Background: an optimization exercise with open tools, aiming at small area and a short achievable clock period. Do not read the settings as production practice.
Function was not checked in any run shown here: the RTL went through the layout flow alone.
Power and IR drop assume default switching activity.

## flow/design.v (module list and top-level ports; edited modules follow where they fit)
// module fused_multiply_add: 798 lines
// module fma_fa: 4 lines
// module fma_ha: 4 lines
// module fma_gc: 3 lines
// module fma_gpc: 4 lines
// module fma_benc1: 5 lines
// module fma_benc: 5 lines
// module fma_bsel: 3 lines
module fused_multiply_add
(
     input                                   clk
   , input                                   rst
   , input                                   cntrl_load
   , input        [31:0]                     cntrl_init
   , input                                   pass
   , input        [15:0]                     m
   , input        [15:0]                     x
   , input        [15:0]                     c
   , output logic                            y_valid_r
   , output logic [31:0]                     y_w
);
  // ...
==> flow/flow/run.sh <==
#!/bin/bash
# The standard layout (standard.sh), with two changes:
#  - synthesis maps logic with ABC's &nf mapper (flow/abc_map.script) in place of
#    ORFS's abc_area.script, which maps XOR-heavy logic to NAND2 trees;
#  - the port buffers are plain buf_1 cells instead of the default choice.
set -u
WORK=$(pwd)
rm -rf "$WORK/scripts"
cp -r "$FLOW_HOME/scripts" "$WORK/scripts"
cp "$WORK/flow/abc_map.script" "$WORK/scripts/abc_area.script"
export SCRIPTS_DIR="$WORK/scripts"
export BUFFER_PORTS_ARGS="-buffer_cell sky130_fd_sc_hd__buf_1"
bash standard.sh > standard.log 2>&1
==> flow/flow/abc_map.script <==
strash
&get -n
&fraig -x
&put
scorr
dc2
dretime
strash
&get -n
&dch -f
&nf {D}
&put
==> flow/standard.sh <==
#!/bin/bash
# synth_recipe.tcl (not shown) runs the flow's synth.tcl, then flattens the netlist and writes it again
# the make line also repeats each setting of config.mk as NAME=value (left out here)
make -C /OpenROAD-flow-scripts/flow DESIGN_CONFIG=/design/flow/config.mk WORK_HOME=/design/flow/orfs CLKGATE_MAP_FILE= SYNTH_SCRIPT=/design/flow/synth_recipe.tcl "${@:-finish}"
==> flow/config.mk <==
export PLATFORM = sky130hd
export DESIGN_NAME = fused_multiply_add
export DESIGN_NICKNAME = fused_multiply_add
export VERILOG_FILES = /design/flow/design.v
export SDC_FILE = /design/flow/constraint.sdc
export NUM_CORES = 4
export LEC_CHECK = 0
export ABC_AREA = 1
export CAP_MARGIN = 20
export CORE_MARGIN = 2
export CORE_UTILIZATION = 60
export CTS_BUF_LIST = sky130_fd_sc_hd__clkbuf_8
export SETUP_SLACK_MARGIN = 3.0
export SLEW_MARGIN = 20
export SYNTH_HIERARCHICAL = 1
export SYNTH_MINIMUM_KEEP_SIZE = 0
==> flow/constraint.sdc <==
create_clock -name core_clock -period 8.0 [get_ports {clk}]
set_input_delay 1.6000 -clock core_clock [delete_from_list [all_inputs] [get_ports {clk}]]
set_output_delay 1.6000 -clock core_clock [all_outputs]
set_load 0.01 [all_outputs]
==> run summary, run 1 <==
# TYPE chip_impl_metric gauge
chip_impl_metric{name="grtUsageMet3",unit=""} 0.0323
chip_impl_metric{name="share_seq_of_total_power",unit=""} 0.122
chip_impl_metric{name="detail_route.wl_per_cell",unit="µm"} 18.8
chip_impl_metric{name="insertion_delay",unit="ps"} 390
chip_impl_metric{name="cts_resized",unit=""} 35
chip_impl_info{name="yosys_most_used_dff",value="sky130_fd_sc_hd__dfxtp_1"} 1
chip_impl_metric{name="final-max-slew-violation-count",unit=""} 0
chip_impl_metric{name="timing.critical_path.depth",unit=""} 12
chip_impl_metric{name="number_of_flip_flops_and_latches",unit=""} 72
chip_impl_metric{name="multiInputGateArea",unit="µm²"} 8520
chip_impl_metric{name="cts.sink_count",unit=""} 72
chip_impl_metric{name="cts-buffers-inserted",unit=""} 9
chip_impl_metric{name="die_area",unit="µm²"} 17900
chip_impl_metric{name="tap_cells",unit=""} 220
chip_impl_info{name="endpoint",value="y_w[31]"} 1
chip_impl_metric{name="final_util",unit=""} 0.675
chip_impl_metric{name="hold_slack",unit="ps"} 858
chip_impl_metric{name="grt.met2_usage",unit=""} 0.486
chip_impl_metric{name="synth.cell_area",unit="µm²"} 10100
chip_impl_metric{name="post-route-drc-count",unit=""} 0
chip_impl_metric{name="non_clock_buffer_area_share",unit=""} 0.0481
chip_impl_metric{name="post-cts-setup-buffer-count",unit=""} 5
chip_impl_metric{name="drtPass1Iterations",unit=""} 7
chip_impl_metric{name="number_of_buffers_added_to_fix_hold_violations_after_cts",unit=""} 0
chip_impl_metric{name="numPlacedInstances",unit=""} 1226
chip_impl_info{name="cp_top_family",value="compound AO/OA/AOI/OAI gates"} 1
chip_impl_metric{name="synthXorXnorAreaFrac",unit=""} 0.155
chip_impl_info{name="largestClassByArea",value="multi-input combinational cells"} 1
chip_impl_metric{name="worst_r2r_path_depth",unit=""} 8
chip_impl_metric{name="finalWorstSetupSlack",unit="ps"} 3090
chip_impl_metric{name="drive_above_1_share",unit=""} 0.0682
chip_impl_info{name="result_of_the_run",value="timing/DRC/antenna clean"} 1
chip_impl_metric{name="chipHeight",unit="µm"} 134
chip_impl_metric{name="cp.arrival",unit="ps"} 3310
chip_impl_metric{name="pwr-share-comb",unit=""} 0.819
==> inputs of run 2 (changes only) <==
--- a/flow/design.v
+++ b/flow/design.v
@@ -8,19 +8,18 @@
    , input        [15:0]                     m
    , input        [15:0]                     x
    , input        [15:0]                     c
    , output logic                            y_valid_r
    , output logic [31:0]                     y_w
 );
   logic [31:0] ys_r, yc_r;
   logic [25:14] yt_r;
-  wire        opnd_en = pass;
-  wire [15:0] cg = {16{opnd_en}} & c;
-  wire [15:0] xg = {16{opnd_en}} & x;
+  wire [15:0] cg = c;
+  wire [15:0] xg = x;
   wire [16:-1] xe = {1'b0, xg, 1'b0};
   wire [15:-1] me = {m, 1'b0};
   wire [1:0] one0_d, two0_d, neg0_d;
   assign one0_d[0] = (me[0] ^ 1'b0);
   assign two0_d[0] = ((me[1] & ~me[0] & ~1'b0) | (~me[1] & me[0] & 1'b0));
   assign neg0_d[0] = me[1];
   assign one0_d[1] = (me[0] ^ 1'b0);
   assign two0_d[1] = ((me[1] & ~me[0] & ~1'b0) | (~me[1] & me[0] & 1'b0));
@@ -194,209 +193,209 @@
   fma_bsel u_b7_10 (.one(one7_d[1]), .two(two7_d[1]), .neg(neg7_d[1]), .xa(xe[10]), .xb(xe[9]), .p(pp7[10]));
   fma_bsel u_b7_11 (.one(one7_d[1]), .two(two7_d[1]), .neg(neg7_d[1]), .xa(xe[11]), .xb(xe[10]), .p(pp7[11]));
   fma_bsel u_b7_12 (.one(one7_d[1]), .two(two7_d[1]), .neg(neg7_d[1]), .xa(xe[12]), .xb(xe[11]), .p(pp7[12]));
   fma_bsel u_b7_13 (.one(one7_d[1]), .two(two7_d[1]), .neg(neg7_d[1]), .xa(xe[13]), .xb(xe[12]), .p(pp7[13]));
   fma_bsel u_b7_14 (.one(one7_d[1]), .two(two7_d[1]), .neg(neg7_d[1]), .xa(xe[14]), .xb(xe[13]), .p(pp7[14]));
   fma_bsel u_b7_15 (.one(one7_d[1]), .two(two7_d[1]), .neg(neg7_d[1]), .xa(xe[15]), .xb(xe[14]), .p(pp7[15]));
   assign pp7[16] = (two7_d[1] & xe[15]) ^ neg7_d[1];
   wire s1, c2;
-  fma_fa u_s1 (.a(ys_r[0]), .b(yc_r[0]), .ci(neg0), .s(s1), .co(c2));
-  wire s3, c4;
-  fma_fa u_s3 (.a(cg[0]), .b(pp0[0]), .ci(s1), .s(s3), .co(c4));
+  fma_fa u_s1 (.a(ys_r[0]), .b(yc_r[0]), .ci(cg[0]), .s(s1), .co(c2));
+  wire s3 = neg0 ^ s1;
+  wire c4 = neg0 & s1;
   wire s5, c6;
   fma_fa u_s5 (.a(ys_r[1]), .b(yc_r[1]), .ci(cg[1]), .s(s5), .co(c6));
   wire s7, c8;
-  fma_fa u_s7 (.a(pp0[1]), .b(c2), .ci(s5), .s(s7), .co(c8));
+  fma_fa u_s7 (.a(c2), .b(s5), .ci(c4), .s(s7), .co(c8));
   wire s9, c10;
-  fma_fa u_s9 (.a(ys_r[2]), .b(yc_r[2]), .ci(neg1), .s(s9), .co(c10));
+  fma_fa u_s9 (.a(ys_r[2]), .b(yc_r[2]), .ci(cg[2]), .s(s9), .co(c10));
   wire s11, c12;
-  fma_fa u_s11 (.a(cg[2]), .b(pp0[2]), .ci(pp1[0]), .s(s11), .co(c12));
+  fma_fa u_s11 (.a(neg1), .b(c6), .ci(s9), .s(s11), .co(c12));
   wire s13, c14;
-  fma_fa u_s13 (.a(s9), .b(c6), .ci(s11), .s(s13), .co(c14));
+  fma_fa u_s13 (.a(pp0[2]), .b(pp1[0]), .ci(s11), .s(s13), .co(c14));
   wire s15, c16;
   fma_fa u_s15 (.a(ys_r[3]), .b(yc_r[3]), .ci(cg[3]), .s(s15), .co(c16));
   wire s17, c18;
-  fma_fa u_s17 (.a(pp0[3]), .b(pp1[1]), .ci(c10), .s(s17), .co(c18));
+  fma_fa u_s17 (.a(c10), .b(s15), .ci(pp0[3]), .s(s17), .co(c18));
   wire s19, c20;
-  fma_fa u_s19 (.a(s15), .b(c12), .ci(s17), .s(s19), .co(c20));
+  fma_fa u_s19 (.a(pp1[1]), .b(c12), .ci(s17), .s(s19), .co(c20));
   wire s21, c22;
-  fma_fa u_s21 (.a(ys_r[4]), .b(yc_r[4]), .ci(neg2), .s(s21), .co(c22));
+  fma_fa u_s21 (.a(ys_r[4]), .b(yc_r[4]), .ci(cg[4]), .s(s21), .co(c22));
   wire s23, c24;
-  fma_fa u_s23 (.a(cg[4]), .b(pp0[4]), .ci(pp1[2]), .s(s23), .co(c24));
+  fma_fa u_s23 (.a(neg2), .b(c16), .ci(s21), .s(s23), .co(c24));
   wire s25, c26;
-  fma_fa u_s25 (.a(pp2[0]), .b(s21), .ci(c16), .s(s25), .co(c26));
+  fma_fa u_s25 (.a(pp0[4]), .b(pp1[2]), .ci(pp2[0]), .s(s25), .co(c26));
   wire s27, c28;
-  fma_fa u_s27 (.a(c18), .b(s23), .ci(s25), .s(s27), .co(c28));
+  fma_fa u_s27 (.a(s23), .b(c18), .ci(s25), .s(s27), .co(c28));
   wire s29, c30;
   fma_fa u_s29 (.a(ys_r[5]), .b(yc_r[5]), .ci(cg[5]), .s(s29), .co(c30));
   wire s31, c32;
-  fma_fa u_s31 (.a(pp0[5]), .b(pp1[3]), .ci(pp2[1]), .s(s31), .co(c32));
+  fma_fa u_s31 (.a(c22), .b(s29), .ci(pp0[5]), .s(s31), .co(c32));
   wire s33, c34;
-  fma_fa u_s33 (.a(c22), .b(s29), .ci(c24), .s(s33), .co(c34));
+  fma_fa u_s33 (.a(pp1[3]), .b(pp2[1]), .ci(c24), .s(s33), .co(c34));
   wire s35, c36;
-  fma_fa u_s35 (.a(s31), .b(c26), .ci(s33), .s(s35), .co(c36));
+  fma_fa u_s35 (.a(c26), .b(s31), .ci(s33), .s(s35), .co(c36));
   wire s37, c38;
-  fma_fa u_s37 (.a(ys_r[6]), .b(yc_r[6]), .ci(neg3), .s(s37), .co(c38));
+  fma_fa u_s37 (.a(ys_r[6]), .b(yc_r[6]), .ci(cg[6]), .s(s37), .co(c38));
   wire s39, c40;
-  fma_fa u_s39 (.a(cg[6]), .b(pp0[6]), .ci(pp1[4]), .s(s39), .co(c40));
+  fma_fa u_s39 (.a(neg3), .b(c30), .ci(s37), .s(s39), .co(c40));
   wire s41, c42;
-  fma_fa u_s41 (.a(pp2[2]), .b(pp3[0]), .ci(s37), .s(s41), .co(c42));
+  fma_fa u_s41 (.a(pp0[6]), .b(pp1[4]), .ci(pp2[2]), .s(s41), .co(c42));
   wire s43, c44;
-  fma_fa u_s43 (.a(c30), .b(c32), .ci(s39), .s(s43), .co(c44));
+  fma_fa u_s43 (.a(pp3[0]), .b(s39), .ci(c32), .s(s43), .co(c44));
   wire s45, c46;
   fma_fa u_s45 (.a(s41), .b(c34), .ci(s43), .s(s45), .co(c46));
   wire s47, c48;
   fma_fa u_s47 (.a(ys_r[7]), .b(yc_r[7]), .ci(cg[7]), .s(s47), .co(c48));
   wire s49, c50;
-  fma_fa u_s49 (.a(pp0[7]), .b(pp1[5]), .ci(pp2[3]), .s(s49), .co(c50));
+  fma_fa u_s49 (.a(c38), .b(s47), .ci(pp0[7]), .s(s49), .co(c50));
   wire s51, c52;
-  fma_fa u_s51 (.a(pp3[1]), .b(c38), .ci(s47), .s(s51), .co(c52));
+  fma_fa u_s51 (.a(pp1[5]), .b(pp2[3]), .ci(pp3[1]), .s(s51), .co(c52));
   wire s53, c54;
-  fma_fa u_s53 (.a(c40), .b(s49), .ci(c42), .s(s53), .co(c54));
+  fma_fa u_s53 (.a(c40), .b(c42), .ci(s49), .s(s53), .co(c54));
   wire s55, c56;
   fma_fa u_s55 (.a(s51), .b(c44), .ci(s53), .s(s55), .co(c56));
   wire s57, c58;
-  fma_fa u_s57 (.a(ys_r[8]), .b(yc_r[8]), .ci(neg4), .s(s57), .co(c58));
+  fma_fa u_s57 (.a(ys_r[8]), .b(yc_r[8]), .ci(cg[8]), .s(s57), .co(c58));
   wire s59, c60;
-  fma_fa u_s59 (.a(cg[8]), .b(pp0[8]), .ci(pp1[6]), .s(s59), .co(c60));
+  fma_fa u_s59 (.a(neg4), .b(c48), .ci(s57), .s(s59), .co(c60));
   wire s61, c62;
-  fma_fa u_s61 (.a(pp2[4]), .b(pp3[2]), .ci(pp4[0]), .s(s61), .co(c62));
+  fma_fa u_s61 (.a(pp0[8]), .b(pp1[6]), .ci(pp2[4]), .s(s61), .co(c62));
   wire s63, c64;
-  fma_fa u_s63 (.a(s57), .b(c48), .ci(c50), .s(s63), .co(c64));
+  fma_fa u_s63 (.a(pp3[2]), .b(pp4[0]), .ci(s59), .s(s63), .co(c64));
   wire s65, c66;
-  fma_fa u_s65 (.a(s59), .b(s61), .ci(c52), .s(s65), .co(c66));
+  fma_fa u_s65 (.a(c50), .b(c52), .ci(s61), .s(s65), .co(c66));
   wire s67, c68;
   fma_fa u_s67 (.a(s63), .b(c54), .ci(s65), .s(s67), .co(c68));
   wire s69, c70;
   fma_fa u_s69 (.a(ys_r[9]), .b(yc_r[9]), .ci(cg[9]), .s(s69), .co(c70));
   wire s71, c72;
-  fma_fa u_s71 (.a(pp0[9]), .b(pp1[7]), .ci(pp2[5]), .s(s71), .co(c72));
+  fma_fa u_s71 (.a(c58), .b(s69), .ci(pp0[9]), .s(s71), .co(c72));
   wire s73, c74;
-  fma_fa u_s73 (.a(pp3[3]), .b(pp4[1]), .ci(c58), .s(s73), .co(c74));
+  fma_fa u_s73 (.a(pp1[7]), .b(pp2[5]), .ci(pp3[3]), .s(s73), .co(c74));
   wire s75, c76;
-  fma_fa u_s75 (.a(s69), .b(c60), .ci(c62), .s(s75), .co(c76));
+  fma_fa u_s75 (.a(pp4[1]), .b(c60), .ci(c62), .s(s75), .co(c76));
   wire s77, c78;
   fma_fa u_s77 (.a(s71), .b(s73), .ci(c64), .s(s77), .co(c78));
   wire s79, c80;
-  fma_fa u_s79 (.a(s75), .b(c66), .ci(s77), .s(s79), .co(c80));
+  fma_fa u_s79 (.a(c66), .b(s75), .ci(s77), .s(s79), .co(c80));
   wire s81, c82;
-  fma_fa u_s81 (.a(ys_r[10]), .b(yc_r[10]), .ci(neg5), .s(s81), .co(c82));
+  fma_fa u_s81 (.a(ys_r[10]), .b(yc_r[10]), .ci(cg[10]), .s(s81), .co(c82));
   wire s83, c84;
-  fma_fa u_s83 (.a(cg[10]), .b(pp0[10]), .ci(pp1[8]), .s(s83), .co(c84));
+  fma_fa u_s83 (.a(neg5), .b(c70), .ci(s81), .s(s83), .co(c84));
   wire s85, c86;
-  fma_fa u_s85 (.a(pp2[6]), .b(pp3[4]), .ci(pp4[2]), .s(s85), .co(c86));
+  fma_fa u_s85 (.a(pp0[10]), .b(pp1[8]), .ci(pp2[6]), .s(s85), .co(c86));
   wire s87, c88;
-  fma_fa u_s87 (.a(pp5[0]), .b(s81), .ci(c70), .s(s87), .co(c88));
+  fma_fa u_s87 (.a(pp3[4]), .b(pp4[2]), .ci(pp5[0]), .s(s87), .co(c88));
   wire s89, c90;
-  fma_fa u_s89 (.a(c72), .b(c74), .ci(s83), .s(s89), .co(c90));
+  fma_fa u_s89 (.a(s83), .b(c72), .ci(c74), .s(s89), .co(c90));
   wire s91, c92;
   fma_fa u_s91 (.a(s85), .b(s87), .ci(c76), .s(s91), .co(c92));
   wire s93, c94;
   fma_fa u_s93 (.a(s89), .b(c78), .ci(s91), .s(s93), .co(c94));
   wire s95, c96;
   fma_fa u_s95 (.a(ys_r[11]), .b(yc_r[11]), .ci(cg[11]), .s(s95), .co(c96));
   wire s97, c98;
-  fma_fa u_s97 (.a(pp0[11]), .b(pp1[9]), .ci(pp2[7]), .s(s97), .co(c98));
+  fma_fa u_s97 (.a(c82), .b(s95), .ci(pp0[11]), .s(s97), .co(c98));
   wire s99, c100;
-  fma_fa u_s99 (.a(pp3[5]), .b(pp4[3]), .ci(pp5[1]), .s(s99), .co(c100));
+  fma_fa u_s99 (.a(pp1[9]), .b(pp2[7]), .ci(pp3[5]), .s(s99), .co(c100));
   wire s101, c102;
-  fma_fa u_s101 (.a(c82), .b(s95), .ci(c84), .s(s101), .co(c102));
+  fma_fa u_s101 (.a(pp4[3]), .b(pp5[1]), .ci(c84), .s(s101), .co(c102));
   wire s103, c104;
-  fma_fa u_s103 (.a(c86), .b(s97), .ci(s99), .s(s103), .co(c104));
+  fma_fa u_s103 (.a(c86), .b(c88), .ci(s97), .s(s103), .co(c104));
   wire s105, c106;
-  fma_fa u_s105 (.a(c88), .b(c90), .ci(s101), .s(s105), .co(c106));
+  fma_fa u_s105 (.a(s99), .b(s101), .ci(c90), .s(s105), .co(c106));
   wire s107, c108;
   fma_fa u_s107 (.a(s103), .b(c92), .ci(s105), .s(s107), .co(c108));
   wire s109, c110;
-  fma_fa u_s109 (.a(ys_r[12]), .b(yc_r[12]), .ci(neg6), .s(s109), .co(c110));
+  fma_fa u_s109 (.a(ys_r[12]), .b(yc_r[12]), .ci(cg[12]), .s(s109), .co(c110));
   wire s111, c112;
-  fma_fa u_s111 (.a(cg[12]), .b(pp0[12]), .ci(pp1[10]), .s(s111), .co(c112));
+  fma_fa u_s111 (.a(neg6), .b(c96), .ci(s109), .s(s111), .co(c112));
   wire s113, c114;
-  fma_fa u_s113 (.a(pp2[8]), .b(pp3[6]), .ci(pp4[4]), .s(s113), .co(c114));
+  fma_fa u_s113 (.a(pp0[12]), .b(pp1[10]), .ci(pp2[8]), .s(s113), .co(c114));
   wire s115, c116;
-  fma_fa u_s115 (.a(pp5[2]), .b(pp6[0]), .ci(s109), .s(s115), .co(c116));
+  fma_fa u_s115 (.a(pp3[6]), .b(pp4[4]), .ci(pp5[2]), .s(s115), .co(c116));
   wire s117, c118;
-  fma_fa u_s117 (.a(c96), .b(c98), .ci(c100), .s(s117), .co(c118));
+  fma_fa u_s117 (.a(pp6[0]), .b(s111), .ci(c98), .s(s117), .co(c118));
   wire s119, c120;
-  fma_fa u_s119 (.a(s111), .b(s113), .ci(s115), .s(s119), .co(c120));
+  fma_fa u_s119 (.a(c100), .b(s113), .ci(s115), .s(s119), .co(c120));
   wire s121, c122;
   fma_fa u_s121 (.a(c102), .b(c104), .ci(s117), .s(s121), .co(c122));
   wire s123, c124;
   fma_fa u_s123 (.a(s119), .b(c106), .ci(s121), .s(s123), .co(c124));
   wire s125, c126;
   fma_fa u_s125 (.a(ys_r[13]), .b(yc_r[13]), .ci(cg[13]), .s(s125), .co(c126));
   wire s127, c128;
-  fma_fa u_s127 (.a(pp0[13]), .b(pp1[11]), .ci(pp2[9]), .s(s127), .co(c128));
+  fma_fa u_s127 (.a(c110), .b(s125), .ci(pp0[13]), .s(s127), .co(c128));
   wire s129, c130;
-  fma_fa u_s129 (.a(pp3[7]), .b(pp4[5]), .ci(pp5[3]), .s(s129), .co(c130));
+  fma_fa u_s129 (.a(pp1[11]), .b(pp2[9]), .ci(pp3[7]), .s(s129), .co(c130));
   wire s131, c132;
-  fma_fa u_s131 (.a(pp6[1]), .b(c110), .ci(s125), .s(s131), .co(c132));
+  fma_fa u_s131 (.a(pp4[5]), .b(pp5[3]), .ci(pp6[1]), .s(s131), .co(c132));
   wire s133, c134;
-  fma_fa u_s133 (.a(c112), .b(c114), .ci(s127), .s(s133), .co(c134));
+  fma_fa u_s133 (.a(c112), .b(c114), .ci(c116), .s(s133), .co(c134));
   wire s135, c136;
-  fma_fa u_s135 (.a(s129), .b(c116), .ci(s131), .s(s135), .co(c136));
+  fma_fa u_s135 (.a(s127), .b(s129), .ci(s131), .s(s135), .co(c136));
   wire s137, c138;
-  fma_fa u_s137 (.a(c118), .b(s133), .ci(c120), .s(s137), .co(c138));
+  fma_fa u_s137 (.a(c118), .b(c120), .ci(s133), .s(s137), .co(c138));
   wire s139, c140;
   fma_fa u_s139 (.a(s135), .b(c122), .ci(s137), .s(s139), .co(c140));
   wire s141, c142;
   fma_fa u_s141 (.a(ys_r[14]), .b(yc_r[14]), .ci(yt_r[14]), .s(s141), .co(c142));
   wire s143, c144;
-  fma_fa u_s143 (.a(s141), .b(neg7), .ci(cg[14]), .s(s143), .co(c144));
+  fma_fa u_s143 (.a(s141), .b(cg[14]), .ci(neg7), .s(s143), .co(c144));
   wire s145, c146;
-  fma_fa u_s145 (.a(pp0[14]), .b(pp1[12]), .ci(pp2[10]), .s(s145), .co(c146));
+  fma_fa u_s145 (.a(c126), .b(pp0[14]), .ci(pp1[12]), .s(s145), .co(c146));
   wire s147, c148;
-  fma_fa u_s147 (.a(pp3[8]), .b(pp4[6]), .ci(pp5[4]), .s(s147), .co(c148));
+  fma_fa u_s147 (.a(pp2[10]), .b(pp3[8]), .ci(pp4[6]), .s(s147), .co(c148));
   wire s149, c150;
-  fma_fa u_s149 (.a(pp6[2]), .b(pp7[0]), .ci(c126), .s(s149), .co(c150));
+  fma_fa u_s149 (.a(pp5[4]), .b(pp6[2]), .ci(pp7[0]), .s(s149), .co(c150));
   wire s151, c152;
   fma_fa u_s151 (.a(s143), .b(c128), .ci(c130), .s(s151), .co(c152));
   wire s153, c154;
-  fma_fa u_s153 (.a(s145), .b(s147), .ci(c132), .s(s153), .co(c154));
+  fma_fa u_s153 (.a(c132), .b(s145), .ci(s147), .s(s153), .co(c154));
   wire s155, c156;
-  fma_fa u_s155 (.a(s149), .b(c134), .ci(s151), .s(s155), .co(c156));
+  fma_fa u_s155 (.a(s149), .b(c134), .ci(c136), .s(s155), .co(c156));
   wire s157, c158;
-  fma_fa u_s157 (.a(c136), .b(s153), .ci(s155), .s(s157), .co(c158));
+  fma_fa u_s157 (.a(s151), .b(s153), .ci(c138), .s(s157), .co(c158));
   wire s159, c160;
   fma_fa u_s159 (.a(ys_r[15]), .b(yc_r[15]), .ci(yt_r[15]), .s(s159), .co(c160));
   wire s161, c162;
   fma_fa u_s161 (.a(c142), .b(s159), .ci(cg[15]), .s(s161), .co(c162));
   wire s163, c164;
-  fma_fa u_s163 (.a(pp0[15]), .b(pp1[13]), .ci(pp2[11]), .s(s163), .co(c164));
+  fma_fa u_s163 (.a(s161), .b(pp0[15]), .ci(pp1[13]), .s(s163), .co(c164));
   wire s165, c166;
-  fma_fa u_s165 (.a(pp3[9]), .b(pp4[7]), .ci(pp5[5]), .s(s165), .co(c166));
+  fma_fa u_s165 (.a(pp2[11]), .b(pp3[9]), .ci(pp4[7]), .s(s165), .co(c166));
   wire s167, c168;
-  fma_fa u_s167 (.a(pp6[3]), .b(pp7[1]), .ci(c144), .s(s167), .co(c168));
+  fma_fa u_s167 (.a(pp5[5]), .b(pp6[3]), .ci(pp7[1]), .s(s167), .co(c168));
   wire s169, c170;
-  fma_fa u_s169 (.a(s161), .b(c146), .ci(c148), .s(s169), .co(c170));
+  fma_fa u_s169 (.a(c144), .b(c146), .ci(c148), .s(s169), .co(c170));
   wire s171, c172;
-  fma_fa u_s171 (.a(s163), .b(s165), .ci(c150), .s(s171), .co(c172));
+  fma_fa u_s171 (.a(c150), .b(s163), .ci(s165), .s(s171), .co(c172));
   wire s173, c174;
-  fma_fa u_s173 (.a(s167), .b(c152), .ci(s169), .s(s173), .co(c174));
+  fma_fa u_s173 (.a(s167), .b(c152), .ci(c154), .s(s173), .co(c174));
   wire s175, c176;
-  fma_fa u_s175 (.a(c154), .b(s171), .ci(c156), .s(s175), .co(c176));
+  fma_fa u_s175 (.a(s169), .b(s171), .ci(c156), .s(s175), .co(c176));
   wire s177, c178;
   fma_fa u_s177 (.a(ys_r[16]), .b(yc_r[16]), .ci(yt_r[16]), .s(s177), .co(c178));
   wire s179, c180;
-  fma_fa u_s179 (.a(c160), .b(s177), .ci(pp0[16]), .s(s179), .co(c180));
+  fma_fa u_s179 (.a(c160), .b(s177), .ci(c162), .s(s179), .co(c180));
   wire s181, c182;
-  fma_fa u_s181 (.a(pp1[14]), .b(pp2[12]), .ci(pp3[10]), .s(s181), .co(c182));
+  fma_fa u_s181 (.a(pp0[16]), .b(pp1[14]), .ci(pp2[12]), .s(s181), .co(c182));
   wire s183, c184;
-  fma_fa u_s183 (.a(pp4[8]), .b(pp5[6]), .ci(pp6[4]), .s(s183), .co(c184));
+  fma_fa u_s183 (.a(pp3[10]), .b(pp4[8]), .ci(pp5[6]), .s(s183), .co(c184));
   wire s185, c186;
-  fma_fa u_s185 (.a(pp7[2]), .b(c162), .ci(c164), .s(s185), .co(c186));
+  fma_fa u_s185 (.a(pp6[4]), .b(pp7[2]), .ci(s179), .s(s185), .co(c186));
   wire s187, c188;
-  fma_fa u_s187 (.a(c166), .b(s179), .ci(s181), .s(s187), .co(c188));
+  fma_fa u_s187 (.a(c164), .b(c166), .ci(c168), .s(s187), .co(c188));
   wire s189, c190;
-  fma_fa u_s189 (.a(s183), .b(c168), .ci(c170), .s(s189), .co(c190));
+  fma_fa u_s189 (.a(s181), .b(s183), .ci(s185), .s(s189), .co(c190));
   wire s191, c192;
-  fma_fa u_s191 (.a(s185), .b(s187), .ci(c172), .s(s191), .co(c192));
-  wire s193 = c174 ^ s189;
-  wire c194 = c174 & s189;
+  fma_fa u_s191 (.a(c170), .b(c172), .ci(s187), .s(s191), .co(c192));
+  wire s193, c194;
+  fma_fa u_s193 (.a(s189), .b(c174), .ci(s191), .s(s193), .co(c194));
   wire s195 = 1'b1 ^ ys_r[17] ^ yc_r[17];
   wire c196 = (1'b1 & ys_r[17]) | (1'b1 & yc_r[17]) | (ys_r[17] & yc_r[17]);
   wire s197, c198;
   fma_fa u_s197 (.a(yt_r[17]), .b(c178), .ci(s195), .s(s197), .co(c198));
   wire s199, c200;
   fma_fa u_s199 (.a(s197), .b(~neg0), .ci(pp1[15]), .s(s199), .co(c200));
   wire s201, c202;
   fma_fa u_s201 (.a(pp2[13]), .b(pp3[11]), .ci(pp4[9]), .s(s201), .co(c202));
@@ -404,17 +403,17 @@
   fma_fa u_s203 (.a(pp5[7]), .b(pp6[5]), .ci(pp7[3]), .s(s203), .co(c204));
   wire s205, c206;
   fma_fa u_s205 (.a(c180), .b(c182), .ci(c184), .s(s205), .co(c206));
   wire s207, c208;
   fma_fa u_s207 (.a(s199), .b(s201), .ci(s203), .s(s207), .co(c208));
   wire s209, c210;
   fma_fa u_s209 (.a(c186), .b(c188), .ci(s205), .s(s209), .co(c210));
   wire s211, c212;
-  fma_fa u_s211 (.a(s207), .b(c190), .ci(s209), .s(s211), .co(c212));
+  fma_fa u_s211 (.a(s207), .b(c190), .ci(c192), .s(s211), .co(c212));
   wire s213 = 1'b1 ^ ys_r[18] ^ yc_r[18];
   wire c214 = (1'b1 & ys_r[18]) | (1'b1 & yc_r[18]) | (ys_r[18] & yc_r[18]);
   wire s215, c216;
   fma_fa u_s215 (.a(yt_r[18]), .b(c196), .ci(s213), .s(s215), .co(c216));
   wire s217, c218;
   fma_fa u_s217 (.a(c198), .b(s215), .ci(pp1[16]), .s(s217), .co(c218));
   wire s219, c220;
   fma_fa u_s219 (.a(pp2[14]), .b(pp3[12]), .ci(pp4[10]), .s(s219), .co(c220));
@@ -559,19 +558,19 @@
   wire s359, c360;
   fma_fa u_s359 (.a(s357), .b(c352), .ci(pp7[16]), .s(s359), .co(c360));
   wire s361 = c354 ^ s359;
   wire c362 = c354 & s359;
   wire s363, c364;
   fma_fa u_s363 (.a(ys_r[31]), .b(yc_r[31]), .ci(c358), .s(s363), .co(c364));
   wire s365, c366;
   fma_fa u_s365 (.a(s363), .b(~neg7), .ci(c360), .s(s365), .co(c366));
-  wire [25:14] r2 = {s323, 1'b0, s301, 1'b0, s275, 1'b0, s245, 1'b0, s211, s193, s175, s157};
-  wire [31:0] r0 = {c362, c356, c350, c342, c334, c324, s321, c302, c288, c276, s273, c246, s243, c212, c192, s191, s173, c138, c124, c108, c94, c80, c68, c56, c46, c36, c28, c20, c14, c8, c4, s3};
-  wire [31:0] r1 = {s365, s361, s355, s349, s341, s333, c314, s313, c290, s289, c262, s261, c230, s229, c194, c176, c158, c140, s139, s123, s107, s93, s79, s67, s55, s45, s35, s27, s19, s13, s7, 1'b0};
+  wire [25:14] r2 = {s323, 1'b0, s301, 1'b0, s275, 1'b0, s245, 1'b0, s211, 1'b0, s175, s157};
+  wire [31:0] r0 = {c362, c356, c350, c342, c334, c324, s321, c302, c288, c276, s273, c246, s243, c212, s209, c176, s173, s155, c124, c108, c94, c80, c68, c56, c46, c36, c28, c20, c14, c8, pp0[1], pp0[0]};
+  wire [31:0] r1 = {s365, s361, s355, s349, s341, s333, c314, s313, c290, s289, c262, s261, c230, s229, c194, s193, c158, c140, s139, s123, s107, s93, s79, s67, s55, s45, s35, s27, s19, s13, s7, s3};
   always_ff @(posedge clk)
     if (rst) y_valid_r <= 1'b0;
     else     y_valid_r <= pass;
   wire o14_0s, o14_0c;
   fma_fa u_ofo14_0 (.a(ys_r[14]), .b(yc_r[14]), .ci(yt_r[14]), .s(o14_0s), .co(o14_0c));
   wire o15_1s, o15_1c;
   fma_fa u_ofo15_1 (.a(ys_r[15]), .b(yc_r[15]), .ci(yt_r[15]), .s(o15_1s), .co(o15_1c));
   wire o16_1s, o16_1c;
@@ -602,18 +601,17 @@
   fma_ha u_oh28 (.a(ys_r[28]), .b(yc_r[28]), .s(os28_1), .co(oc28_1));
   wire os29_1, oc29_1;
   fma_ha u_oh29 (.a(ys_r[29]), .b(yc_r[29]), .s(os29_1), .co(oc29_1));
   wire os30_1, oc30_1;
   fma_ha u_oh30 (.a(ys_r[30]), .b(yc_r[30]), .s(os30_1), .co(oc30_1));
   wire o31_0s, o31_0c;
   fma_fa u_ofo31_0 (.a(ys_r[31]), .b(yc_r[31]), .ci(oc30_1), .s(o31_0s), .co(o31_0c));
   wire [31:0] ya_g, ya_p, ya;
-  assign ya_p[0] = ys_r[0];
-  assign ya_g[0] = 1'b0;
+  fma_ha u_ya_h0 (.a(ys_r[0]), .b(yc_r[0]), .s(ya_p[0]), .co(ya_g[0]));
   fma_ha u_ya_h1 (.a(ys_r[1]), .b(yc_r[1]), .s(ya_p[1]), .co(ya_g[1]));
   fma_ha u_ya_h2 (.a(ys_r[2]), .b(yc_r[2]), .s(ya_p[2]), .co(ya_g[2]));
   fma_ha u_ya_h3 (.a(ys_r[3]), .b(yc_r[3]), .s(ya_p[3]), .co(ya_g[3]));
   fma_ha u_ya_h4 (.a(ys_r[4]), .b(yc_r[4]), .s(ya_p[4]), .co(ya_g[4]));
   fma_ha u_ya_h5 (.a(ys_r[5]), .b(yc_r[5]), .s(ya_p[5]), .co(ya_g[5]));
   fma_ha u_ya_h6 (.a(ys_r[6]), .b(yc_r[6]), .s(ya_p[6]), .co(ya_g[6]));
   fma_ha u_ya_h7 (.a(ys_r[7]), .b(yc_r[7]), .s(ya_p[7]), .co(ya_g[7]));
   fma_ha u_ya_h8 (.a(ys_r[8]), .b(yc_r[8]), .s(ya_p[8]), .co(ya_g[8]));
@@ -637,16 +635,18 @@
   fma_ha u_ya_h25 (.a(o24_1c), .b(o25_1s), .s(ya_p[25]), .co(ya_g[25]));
   fma_ha u_ya_h26 (.a(o25_1c), .b(os26_1), .s(ya_p[26]), .co(ya_g[26]));
   fma_ha u_ya_h27 (.a(oc26_1), .b(os27_1), .s(ya_p[27]), .co(ya_g[27]));
   fma_ha u_ya_h28 (.a(oc27_1), .b(os28_1), .s(ya_p[28]), .co(ya_g[28]));
   fma_ha u_ya_h29 (.a(oc28_1), .b(os29_1), .s(ya_p[29]), .co(ya_g[29]));
   fma_ha u_ya_h30 (.a(oc29_1), .b(os30_1), .s(ya_p[30]), .co(ya_g[30]));
   assign ya_p[31] = o31_0s;
   assign ya_g[31] = 1'b0;
+  wire ya_G1;
+  fma_gc u_ya_n1 (.gh(ya_g[1]), .ph(ya_p[1]), .gl(ya_g[0]), .g(ya_G1));
   wire ya_G2, ya_P2;
   fma_gpc u_ya_n2 (.gh(ya_g[3]), .ph(ya_p[3]), .gl(ya_g[2]), .pl(ya_p[2]), .g(ya_G2), .p(ya_P2));
   wire ya_G3, ya_P3;
   fma_gpc u_ya_n3 (.gh(ya_g[5]), .ph(ya_p[5]), .gl(ya_g[4]), .pl(ya_p[4]), .g(ya_G3), .p(ya_P3));
   wire ya_G4, ya_P4;
   fma_gpc u_ya_n4 (.gh(ya_g[7]), .ph(ya_p[7]), .gl(ya_g[6]), .pl(ya_p[6]), .g(ya_G4), .p(ya_P4));
   wire ya_G5, ya_P5;
   fma_gpc u_ya_n5 (.gh(ya_g[9]), .ph(ya_p[9]), .gl(ya_g[8]), .pl(ya_p[8]), .g(ya_G5), .p(ya_P5));
@@ -667,17 +667,17 @@
   fma_gpc u_ya_n13 (.gh(ya_g[25]), .ph(ya_p[25]), .gl(ya_g[24]), .pl(ya_p[24]), .g(ya_G13), .p(ya_P13));
   wire ya_G14, ya_P14;
   fma_gpc u_ya_n14 (.gh(ya_g[27]), .ph(ya_p[27]), .gl(ya_g[26]), .pl(ya_p[26]), .g(ya_G14), .p(ya_P14));
   wire ya_G15, ya_P15;
   fma_gpc u_ya_n15 (.gh(ya_g[29]), .ph(ya_p[29]), .gl(ya_g[28]), .pl(ya_p[28]), .g(ya_G15), .p(ya_P15));
   wire ya_P16 = ya_p[31] & ya_p[30];
   wire ya_G16 = ya_p[31] & ya_g[30];
   wire ya_G17;
-  fma_gc u_ya_n17 (.gh(ya_G2), .ph(ya_P2), .gl(ya_g[1]), .g(ya_G17));
+  fma_gc u_ya_n17 (.gh(ya_G2), .ph(ya_P2), .gl(ya_G1), .g(ya_G17));
   wire ya_G18, ya_P18;
   fma_gpc u_ya_n18 (.gh(ya_G4), .ph(ya_P4), .gl(ya_G3), .pl(ya_P3), .g(ya_G18), .p(ya_P18));
   wire ya_G19, ya_P19;
   fma_gpc u_ya_n19 (.gh(ya_G6), .ph(ya_P6), .gl(ya_G5), .pl(ya_P5), .g(ya_G19), .p(ya_P19));
   wire ya_G20, ya_P20;
   fma_gpc u_ya_n20 (.gh(ya_g[15]), .ph(ya_P8), .gl(ya_G7), .pl(ya_P7), .g(ya_G20), .p(ya_P20));
   wire ya_G21, ya_P21;
   fma_gpc u_ya_n21 (.gh(ya_G10), .ph(ya_P10), .gl(ya_G9), .pl(ya_P9), .g(ya_G21), .p(ya_P21));
@@ -719,17 +719,17 @@
   fma_gc u_ya_n39 (.gh(ya_G9), .ph(ya_P9), .gl(ya_G29), .g(ya_G39));
   wire ya_G40;
   fma_gc u_ya_n40 (.gh(ya_G11), .ph(ya_P11), .gl(ya_G34), .g(ya_G40));
   wire ya_G41;
   fma_gc u_ya_n41 (.gh(ya_G13), .ph(ya_P13), .gl(ya_G32), .g(ya_G41));
   wire ya_G42;
   fma_gc u_ya_n42 (.gh(ya_G15), .ph(ya_P15), .gl(ya_G35), .g(ya_G42));
   wire ya_G43;
-  fma_gc u_ya_n43 (.gh(ya_g[2]), .ph(ya_p[2]), .gl(ya_g[1]), .g(ya_G43));
+  fma_gc u_ya_n43 (.gh(ya_g[2]), .ph(ya_p[2]), .gl(ya_G1), .g(ya_G43));
   wire ya_G44;
   fma_gc u_ya_n44 (.gh(ya_g[4]), .ph(ya_p[4]), .gl(ya_G17), .g(ya_G44));
   wire ya_G45;
   fma_gc u_ya_n45 (.gh(ya_g[6]), .ph(ya_p[6]), .gl(ya_G36), .g(ya_G45));
   wire ya_G46;
   fma_gc u_ya_n46 (.gh(ya_g[8]), .ph(ya_p[8]), .gl(ya_G25), .g(ya_G46));
   wire ya_G47;
   fma_gc u_ya_n47 (.gh(ya_g[10]), .ph(ya_p[10]), .gl(ya_G37), .g(ya_G47));
@@ -748,18 +748,18 @@
   fma_gc u_ya_n54 (.gh(ya_g[24]), .ph(ya_p[24]), .gl(ya_G32), .g(ya_G54));
   wire ya_G55;
   fma_gc u_ya_n55 (.gh(ya_g[26]), .ph(ya_p[26]), .gl(ya_G41), .g(ya_G55));
   wire ya_G56;
   fma_gc u_ya_n56 (.gh(ya_g[28]), .ph(ya_p[28]), .gl(ya_G35), .g(ya_G56));
   wire ya_G57;
   fma_gc u_ya_n57 (.gh(ya_g[30]), .ph(ya_p[30]), .gl(ya_G42), .g(ya_G57));
   assign ya[0] = ya_p[0];
-  assign ya[1] = ya_p[1];
-  assign ya[2] = ya_p[2] ^ ya_g[1];
+  assign ya[1] = ya_p[1] ^ ya_g[0];
+  assign ya[2] = ya_p[2] ^ ya_G1;
   assign ya[3] = ya_p[3] ^ ya_G43;
   assign ya[4] = ya_p[4] ^ ya_G17;
   assign ya[5] = ya_p[5] ^ ya_G44;
   assign ya[6] = ya_p[6] ^ ya_G36;
   assign ya[7] = ya_p[7] ^ ya_G45;
   assign ya[8] = ya_p[8] ^ ya_G25;
   assign ya[9] = ya_p[9] ^ ya_G46;
   assign ya[10] = ya_p[10] ^ ya_G37;
@@ -784,17 +784,17 @@
   assign ya[29] = ya_p[29] ^ ya_G56;
   assign ya[30] = ya_p[30] ^ ya_G42;
   assign ya[31] = ya_p[31] ^ ya_G57;
   always_ff @(posedge clk)
     if (cntrl_load) begin
       ys_r <= cntrl_init;
       yc_r <= '0;
       yt_r <= '0;
-    end else begin
+    end else if (pass) begin
       ys_r <= r0;
       yc_r <= r1;
       yt_r <= r2;
     end
   assign y_w = ya;
 endmodule
 module fma_fa (input a, input b, input ci, output s, output co);
   assign s  = a ^ b ^ ci;
==> flow/flow/run.sh (replaced) <==
#!/bin/bash
# The standard layout (standard.sh), with two changes:
#  - synthesis maps logic with ABC's &nf mapper (flow/abc_map.script) in place of
#    ORFS's abc_area.script, which maps XOR-heavy logic to NAND2 trees;
#  - the port buffers are plain buf_2 cells instead of the default choice.
set -u
WORK=$(pwd)
rm -rf "$WORK/scripts"
cp -r "$FLOW_HOME/scripts" "$WORK/scripts"
cp "$WORK/flow/abc_map.script" "$WORK/scripts/abc_area.script"
export SCRIPTS_DIR="$WORK/scripts"
export BUFFER_PORTS_ARGS="-buffer_cell sky130_fd_sc_hd__buf_2"
bash standard.sh > standard.log 2>&1
==> flow/config.mk (replaced) <==
export PLATFORM = sky130hd
export DESIGN_NAME = fused_multiply_add
export DESIGN_NICKNAME = fused_multiply_add
export VERILOG_FILES = /design/flow/design.v
export SDC_FILE = /design/flow/constraint.sdc
export NUM_CORES = 4
export LEC_CHECK = 0
export ABC_AREA = 1
export CAP_MARGIN = 20
export CORE_MARGIN = 2
export CORE_UTILIZATION = 40
export CTS_BUF_LIST = sky130_fd_sc_hd__clkbuf_8
export SETUP_SLACK_MARGIN = 3.0
export SLEW_MARGIN = 20
export SYNTH_HIERARCHICAL = 1
export SYNTH_MINIMUM_KEEP_SIZE = 0
==> run 2 against run 1 <==
Via count grew 1.6%. Non-clock buffer count rose by 5. Critical path depth down 3. Combinational power about the same. Die area rose by 54%. Utilization down 22 points. Synthesized area is 4.2% higher. Wire length grew 8.3%. Count of clock-buffer cells in the layout is 2 lower. Fmax shrank 0.30%. Design area grew 6.4%. Highest routed layer unchanged.
==> run summary, run 2 <==
# TYPE chip_impl_metric gauge
chip_impl_metric{name="multiInputGateArea",unit="µm²"} 8640
chip_impl_metric{name="worst_ep_required_time",unit="ps"} 8120
chip_impl_metric{name="yosys_warnings",unit=""} 7
chip_impl_metric{name="synth.ff_latch_count",unit=""} 72
chip_impl_metric{name="grt_start_max_net_pins",unit=""} 38
chip_impl_metric{name="fin_crit",unit="ps"} 4930
chip_impl_metric{name="num-fill-cells",unit=""} 2425
chip_impl_metric{name="final_cell_count_no_fill",unit=""} 1379
chip_impl_info{name="setup_repair_after_global_routing_missed_its_margin",value="yes"} 1
chip_impl_metric{name="final_cell_area",unit="µm²"} 11900
chip_impl_info{name="cp_top_family",value="adder cells"} 1
chip_impl_metric{name="synthesis.area_per_instance",unit="µm²"} 11.6
chip_impl_info{name="start_kind",value="primary input"} 1
chip_impl_metric{name="placementRows",unit=""} 59
chip_impl_metric{name="final_total_negative_setup_slack",unit="ps"} 0
chip_impl_metric{name="routed-via-count",unit=""} 7363
chip_impl_info{name="crit_chain",value="buf_4, xor2_1, a22oi_1, xnor2_1, fa_1, fa_1, fa_1, fa_1, mux2_1"} 1
chip_impl_metric{name="crit_path_max_fanout",unit=""} 29
chip_impl_metric{name="power_per_cell_area",unit="nW/µm²"} 495
chip_impl_info{name="cpMostUsedCell",value="sky130_fd_sc_hd__fa_1"} 1
chip_impl_metric{name="start_util",unit=""} 0.405
chip_impl_info{name="yosys_most_used_dff",value="sky130_fd_sc_hd__dfxtp_1"} 1
chip_impl_metric{name="regArea",unit="µm²"} 1760
chip_impl_info{name="most-common-layout-cells",value="183 x sky130_fd_sc_hd__fa_1, 135 x sky130_fd_sc_hd__xnor2_1, 120 x sky130_fd_sc_hd__a22oi_1, 108 x sky130_fd_sc_hd__buf_2"} 1
chip_impl_metric{name="synth.cell_area",unit="µm²"} 10500
chip_impl_metric{name="ir_worst_vdd",unit="µV"} 306
chip_impl_metric{name="syn_inst",unit=""} 903
chip_impl_metric{name="final_nets",unit=""} 1355
chip_impl_metric{name="numPlacedInstances",unit=""} 1353
chip_impl_metric{name="post-route-period-util",unit=""} 0.616
chip_impl_info{name="cts_tree",value="yes"} 1
chip_impl_metric{name="drive_above_1_share",unit=""} 0.164
chip_impl_metric{name="ioPinCount",unit=""} 117
chip_impl_metric{name="number_of_buffers_added_to_fix_hold_violations_after_cts",unit=""} 0
chip_impl_metric{name="max-slew-margin-rel",unit=""} 0.529
chip_impl_info{name="clk_root_buffer_cell",value="sky130_fd_sc_hd__clkbuf_8"} 1
chip_impl_metric{name="cts_max_level",unit=""} 3
chip_impl_metric{name="initialDrtViolationCount",unit=""} 524
chip_impl_info{name="worst_hold_path_type",value="flop to flop"} 1
chip_impl_metric{name="grt-ovfl-total",unit=""} 0
chip_impl_metric{name="post-route-drc-count",unit=""} 0
chip_impl_metric{name="maxCapViolations",unit=""} 0
chip_impl_metric{name="clock_tree.buffer_depth",unit=""} 2
chip_impl_metric{name="insertion_delay",unit="ps"} 370
chip_impl_metric{name="drtPass1Iterations",unit=""} 5
chip_impl_info{name="regs_by_ff_count",value="yc_r (32), ys_r (32), yt_r (7)"} 1
chip_impl_metric{name="die_area",unit="µm²"} 27600
chip_impl_metric{name="total_leakage_power",unit="nW"} 5.09
chip_impl_metric{name="synth-edff-count",unit=""} 32
chip_impl_metric{name="final_util",unit=""} 0.458
chip_impl_metric{name="placeableCoreArea",unit="µm²"} 25900
chip_impl_metric{name="dp.final_hpwl",unit="mm"} 19.9
chip_impl_info{name="layout.cells.most_common",value="sky130_fd_sc_hd__fa_1"} 1
chip_impl_metric{name="groute.usage.overall",unit=""} 0.192
chip_impl_metric{name="chipHeight",unit="µm"} 166
chip_impl_metric{name="cts-buffers-inserted",unit=""} 9
chip_impl_metric{name="seq_area_frac_synth",unit=""} 0.168
chip_impl_metric{name="final_antenna_net_count",unit=""} 0
chip_impl_metric{name="slowest_stage_delay_on_critical_path",unit="ps"} 620
chip_impl_metric{name="grt_antenna_before_repair",unit=""} 0
chip_impl_metric{name="grt_pass1_vias",unit=""} 7646
chip_impl_metric{name="hold_viol",unit=""} 0
chip_impl_info{name="worst-setup-path-type",value="primary input to flop"} 1
chip_impl_metric{name="dpl_cell_area",unit="µm²"} 11500
chip_impl_metric{name="cp.arrival",unit="ps"} 5050
chip_impl_info{name="critical_path.endpoint_type",value="flop"} 1
chip_impl_metric{name="final.setup_skew",unit="ps"} 12.6
chip_impl_metric{name="gpl.final_weighted_congestion",unit=""} 0.820
chip_impl_metric{name="buffer_ports.inserted",unit=""} 116
chip_impl_info{name="worst_path_max_delay_cell",value="sky130_fd_sc_hd__xor2_1"} 1
chip_impl_metric{name="final-max-slew-violation-count",unit=""} 0
chip_impl_info{name="netlist_top_cells_area",value="sky130_fd_sc_hd__fa_1 35%, sky130_fd_sc_hd__xnor2_1 11%, sky130_fd_sc_hd__edfxtp_1 9.2%, sky130_fd_sc_hd__a22oi_1 8.6%, sky130_fd_sc_hd__dfxtp_1 7.6%"} 1
chip_impl_metric{name="maxClockFrequency",unit="GHz"} 0.203
chip_impl_metric{name="setup_viol",unit=""} 0
chip_impl_metric{name="die_x",unit="µm"} 166
chip_impl_metric{name="max_slew.worst_pin.slew",unit="ps"} 704
chip_impl_metric{name="synthDistinctLibCells",unit=""} 20
chip_impl_metric{name="synthDominantCellAreaShare",unit=""} 0.351
chip_impl_metric{name="clkTransAtPathRegs",unit="ps"} 80
chip_impl_metric{name="global_route_wire_length_before_repair",unit="mm"} 42.2
chip_impl_info{name="result_of_the_run",value="timing/DRC/antenna clean"} 1
chip_impl_info{name="most_common_cell_in_the_synthesized_netlist",value="sky130_fd_sc_hd__fa_1"} 1
chip_impl_metric{name="path_buf_inv",unit=""} 1
chip_impl_metric{name="avgViaCountPerCell",unit=""} 5.34
chip_impl_metric{name="cts.sink_count",unit=""} 72
chip_impl_metric{name="layout-area-overhead-vs-synth",unit="%"} 13.1
chip_impl_metric{name="routed_wl",unit="mm"} 25.3
chip_impl_metric{name="detail_route.wl_per_cell",unit="µm"} 18.4
chip_impl_metric{name="synth-async-reset-ratio",unit=""} 0
chip_impl_info{name="yosysTopAreaCell",value="sky130_fd_sc_hd__fa_1"} 1
chip_impl_info{name="yosys-top-cells-count",value="184 x sky130_fd_sc_hd__fa_1, 135 x sky130_fd_sc_hd__xnor2_1, 120 x sky130_fd_sc_hd__a22oi_1"} 1
chip_impl_metric{name="diodes",unit=""} 0
## run 2: changes by cell type after synthesis, sizes merged, moves of 15 or more
cell / change
mux2i: +39
nor2b: -39
dfxtp: -32
nand2: +15
nor2: +39
edfxtp: +32
and2: -32
nand3: -15
## run 2: final cells by class
type,instances,share of cell area
multi-input cells,784,0.727
well taps,335,0.0353
clock inverters,7,0.00527
flip-flops and latches,72,0.148
repair buffers,131,0.0601
inverters,41,0.0130
clock buffers,9,0.0104
## run 2: per-stage QoR
step / power [mW] / hold WS (ps) / worst slack (ps)
after detailed placement: 5.57 / 536 / 2050
after CTS: 5.97 / 550 / 2950
final: 5.87 / 539 / 3070
after global routing: 6.72 / 566 / 2940
after global placement: 5.46 / 524 / 2100
after floorplan: 4.21 / 495 / 3200
## run 2: worst paths after layout
path,start,end,depth (start not counted),slack [ps]
setup / recovery,m[13],ys_r[20],9,3070
hold / removal,yc_r[15],yc_r[15],2,540
setup reg to reg,ys_r[23],ys_r[28],9,3790
hold reg to reg,yc_r[15],yc_r[15],2,540
## run 2: what timing repair did
item                                    4_1_cts  5_1_grt
resized for setup                            22       18
buffers inserted                              6        4
endpoints found under the hold margin         0        0
pin swaps                                    10        6
cloned                                        0        0
endpoints found under the setup margin       35       17
## run 2: power by group
part	switching (mW)	internal, mW	leakage, nW
registers	0.138	0.602	0.659
logic	2.45	2.39	4.34
clock network	0.156	0.141	0.0901
## run 2: per-module statistics from Yosys (local to each module, per instance)
module / times used / cell area [µm²] / flops+latches / cells
fma_fa: 184 / 20.0 / 0 / 1
fma_gpc: 21 / 13.8 / 0 / 2
fma_gc: 29 / 7.51 / 0 / 1
fused_multiply_add: 1 / 3460 / 72 / 303
fma_ha: 35 / 12.5 / 0 / 1
fma_benc1: 14 / 32.5 / 0 / 5
fma_bsel: 120 / 16.3 / 0 / 2
## run 2: cell families after synthesis
group	synth area share
other	0.000357
xor gates and xnor gates	0.149
adders and majority gates	0.408
buffers and inverters	0.0254
and+or+nand+nor	0.0390
muxes	0.0715
AOI/OAI and AO/OA	0.139
DFF	0.168
## run 2: routing by layer
metal  vias to the layer above  part of all wire  global-route usage
met1                      3743              0.45               0.275
met4                         0            0.0092              0.0352
li1                       3395                 -                   -
met5                         -                 0                   0
met2                       214              0.50               0.313
met3                        11             0.047              0.0284
## run 2: worst register-to-register path, stage by stage, from the launching register on
cell                       delay (ps)
sky130_fd_sc_hd__edfxtp_1         420
sky130_fd_sc_hd__buf_4            160
sky130_fd_sc_hd__fa_1             450
sky130_fd_sc_hd__fa_1             420
sky130_fd_sc_hd__fa_1             410
sky130_fd_sc_hd__fa_1             430
sky130_fd_sc_hd__fa_1             540
sky130_fd_sc_hd__fa_1             450
sky130_fd_sc_hd__fa_1             410
sky130_fd_sc_hd__mux2_1           280

[static timing again, ports no longer ideal]
The flow's constraints put no driver on any port. The routed layouts listed below were extracted and timed again, unchanged, in two steps. Step 1 assumes that a clkbuf_16 drives the clock port and a buf_2 every other input. Step 2 adds t to the input delays and takes it off the output delays; t is the mean of the earliest and latest rising clock arrival at the registers after step 1. Input paths then give back, and output paths get back, about the clock's delay inside the block. a / b / c = ideal / step 1 / step 2; a / b = the first two.
run | shift t [ns] | slack for setup (ns) | clock arrival spread, ns
run 1 | 0.425 | 3.089 / 3.048 / 2.766 | 0.012 / 0.012
run 2 | 0.400 | 3.074 / 3.042 / 2.679 | 0.014 / 0.014
After both steps setup and hold are still met in every run listed. For run 2, which loses most, drivers alone change the setup slack by -0.032 ns; drivers and shift together by -0.395 ns.
